From an optimization exercise on the open Yosys and OpenROAD flow, aimed at small area, a short achievable clock period and few clock cycles; shortcuts taken in it are not production practice. No activity file was given, so power comes from the tool's default toggle rates.

Design ULA, start of the top module:
module ULA (
    input clk,
    input reset,
    input [3:0] seletor,
    output saida,
    output [18:0] rom_addr,
    input [7:0] rom_data,
    output reg [18:0] ram_wraddr,
    output reg [7:0] ram_data,
    output reg ram_wren,
    output reg done
);
Size: about 510 cells after synthesis, roughly 88 flip-flops.
==> module ULA, before the edit <==
module ULA (
    input clk,
    input reset,
    input [3:0] seletor,
    output saida,
    output [18:0] rom_addr,
    input [7:0] rom_data,
    output reg [18:0] ram_wraddr,
    output reg [7:0] ram_data,
    output reg ram_wren,
    output reg done
);
    assign saida = 1'b0;
    reg [3:0] mode;
    reg start;
    always @(posedge clk or negedge reset) begin
        if (!reset) begin
            mode  <= 4'b1111;
            start <= 1'b0;
        end else begin
            mode  <= seletor;
            start <= (seletor != mode);
        end
    end
    wire f4     = mode[3];
    wire is_avg = ~mode[2] & mode[1] & mode[0];
    wire is_dec = ~mode[2] & ~mode[1] & mode[0];
    wire is_rep = ~mode[2] & ~mode[0];
    wire valid  = ~mode[2] | (mode == 4'b0100);
    reg [1:0] c0, c1;
    reg [7:0] x;
    reg [6:0] y;
    reg e0, ex, e2, ey;
    reg [14:0] ra;
    reg run;
    assign rom_addr = {4'b0, ra};
    wire [7:0] limx1 = is_dec ? (f4 ? 8'd38 : 8'd78) : 8'd158;
    wire [6:0] limy1 = (is_dec | is_avg) ? (f4 ? 7'd28 : 7'd58) : 7'd118;
    wire last = e0 & ex & e2 & ey;
    wire wr = ~is_avg | (e0 & x[0] & (~f4 | x[1]));
    reg [14:0] k;
    always @* begin
        if (!e0)
            k = is_avg ? 15'd160 : 15'd0;
        else if (!ex)
            k = is_avg ? (f4 ? -15'd479 : -15'd159) :
                is_dec ? (f4 ? 15'd4 : 15'd2) : 15'd1;
        else if (!e2)
            k = -15'd159;
        else
            k = is_dec ? (f4 ? 15'd484 : 15'd162) : 15'd1;
    end
    always @(posedge clk) begin
        if (start) begin
            c0 <= 0; c1 <= 0; x <= 0; y <= 0; ra <= 0;
            e0 <= ~(is_rep | is_avg); ex <= 1'b0; e2 <= ~is_rep; ey <= 1'b0;
        end else begin
            ra <= ra + k;
            if (!e0) begin
                c0 <= c0 + 1'b1;
                e0 <= ~f4 | (c0 == 2'd2);
            end else begin
                c0 <= 0;
                e0 <= ~(is_rep | is_avg);
                if (!ex) begin
                    x <= x + 1'b1;
                    ex <= (x == limx1);
                end else begin
                    x <= 0;
                    ex <= 1'b0;
                    if (!e2) begin
                        c1 <= c1 + 1'b1;
                        e2 <= ~f4 | (c1 == 2'd2);
                    end else begin
                        c1 <= 0;
                        e2 <= ~is_rep;
                        y <= y + 1'b1;
                        ey <= (y == limy1);
                    end
                end
            end
        end
    end
    reg v1, l1, r1;
    always @(posedge clk or negedge reset) begin
        if (!reset) begin
            run <= 1'b0; v1 <= 1'b0; l1 <= 1'b0; r1 <= 1'b0;
            ram_wren <= 1'b0; done <= 1'b0;
        end else begin
            if (start) run <= valid;
            else if (last) run <= 1'b0;
            v1 <= run & wr & ~start;
            l1 <= run & last & ~start;
            r1 <= run & ~start;
            ram_wren <= v1 & ~start;
            done <= ~start & (done | l1);
        end
    end
    reg [11:0] sum;
    wire [11:0] nsum = sum + rom_data;
    always @(posedge clk) begin
        if (start) ram_wraddr <= {19{1'b1}};
        else ram_wraddr <= ram_wraddr + v1;
        sum <= (v1 | ~r1) ? 12'd0 : nsum;
        ram_data <= !is_avg ? rom_data : f4 ? nsum[11:4] : nsum[9:2];
    end
endmodule
export LEC_CHECK = 0
export CAP_MARGIN = 20
export CORE_MARGIN = 2
export CORE_UTILIZATION = 40
export PLACE_DENSITY = 0.6
export SLEW_MARGIN = 20
create_clock -name core_clock -period 6.0 [get_ports {clk}]
run.sh (not shown) runs the stock make flow with config.mk's settings and CLKGATE_MAP_FILE= SYNTH_SCRIPT=/design/flow/synth_recipe.tcl, a recipe that flattens the netlist after the stock synthesis.
==> next run, changes <==
--- a/flow/design.v
+++ b/flow/design.v
@@ -30,12 +30,17 @@
     reg [1:0] c0, c1;
     reg [7:0] x;
     reg [6:0] y;
-    reg e0, ex, e2, ey;
     reg [14:0] ra;
     reg run;
     assign rom_addr = {4'b0, ra};
-    wire [7:0] limx1 = is_dec ? (f4 ? 8'd38 : 8'd78) : 8'd158;
-    wire [6:0] limy1 = (is_dec | is_avg) ? (f4 ? 7'd28 : 7'd58) : 7'd118;
+    wire [1:0] lim0 = (is_rep | is_avg) ? (f4 ? 2'd3 : 2'd1) : 2'd0;
+    wire [1:0] lim2 = is_rep ? (f4 ? 2'd3 : 2'd1) : 2'd0;
+    wire [7:0] limx = is_dec ? (f4 ? 8'd39 : 8'd79) : 8'd159;
+    wire [6:0] limy = (is_dec | is_avg) ? (f4 ? 7'd29 : 7'd59) : 7'd119;
+    wire e0 = (c0 == lim0);
+    wire ex = (x == limx);
+    wire e2 = (c1 == lim2);
+    wire ey = (y == limy);
     wire last = e0 & ex & e2 & ey;
     wire wr = ~is_avg | (e0 & x[0] & (~f4 | x[1]));
     reg [14:0] k;
@@ -53,29 +58,18 @@
     always @(posedge clk) begin
         if (start) begin
             c0 <= 0; c1 <= 0; x <= 0; y <= 0; ra <= 0;
-            e0 <= ~(is_rep | is_avg); ex <= 1'b0; e2 <= ~is_rep; ey <= 1'b0;
-        end else begin
+        end else if (run) begin
             ra <= ra + k;
-            if (!e0) begin
-                c0 <= c0 + 1'b1;
-                e0 <= ~f4 | (c0 == 2'd2);
-            end else begin
+            if (!e0) c0 <= c0 + 1'b1;
+            else begin
                 c0 <= 0;
-                e0 <= ~(is_rep | is_avg);
-                if (!ex) begin
-                    x <= x + 1'b1;
-                    ex <= (x == limx1);
-                end else begin
+                if (!ex) x <= x + 1'b1;
+                else begin
                     x <= 0;
-                    ex <= 1'b0;
-                    if (!e2) begin
-                        c1 <= c1 + 1'b1;
-                        e2 <= ~f4 | (c1 == 2'd2);
-                    end else begin
+                    if (!e2) c1 <= c1 + 1'b1;
+                    else begin
                         c1 <= 0;
-                        e2 <= ~is_rep;
                         y <= y + 1'b1;
-                        ey <= (y == limy1);
                     end
                 end
             end
The changed run ran to the end with no violations.
Synthesized cell count goes up by 1.2%.
Wire length goes up by about 3.2%.
Count of clock-buffer cells in the layout goes up by 2.
Via count goes up by about 3.7%.
Sequential power goes down by about 5%.
Flip-flop and latch count goes down by 4.
Worst setup slack degrades by 1.2 ns.
No run of this note included a check of the RTL's function; only the layout flow was run.

-- re-timing with driven ports --
No port has a modelled driver above. Below, the same layouts with a new extraction and two added sets of constraints.
Step 1, drivers: a clkbuf_16 drives clk and a buf_2 each remaining input, both assumed.
Step 2 adds t to the input delays and takes it off the output delays; t is the mean of the earliest and latest rising clock arrival at the registers after step 1. Input paths then give back, and output paths get back, about the clock's delay inside the block.
a / b / c = ideal ports / drivers / drivers and shift; a / b = the first two.
| run | shift t [ns] | slack for setup (ns) | worst data-port slew with drivers (ns) |
|---|---|---|---|
| the first run | 0.375 | 2.864 / 2.864 / 2.583 | 0.06 |
| the second run | 0.385 | 1.680 / 1.680 / 1.680 | 0.04 |
After both steps setup and hold are still met in every run listed. The setup slack of the first run, which loses most, moves by 0.000 ns with the drivers and by -0.281 ns with both steps.
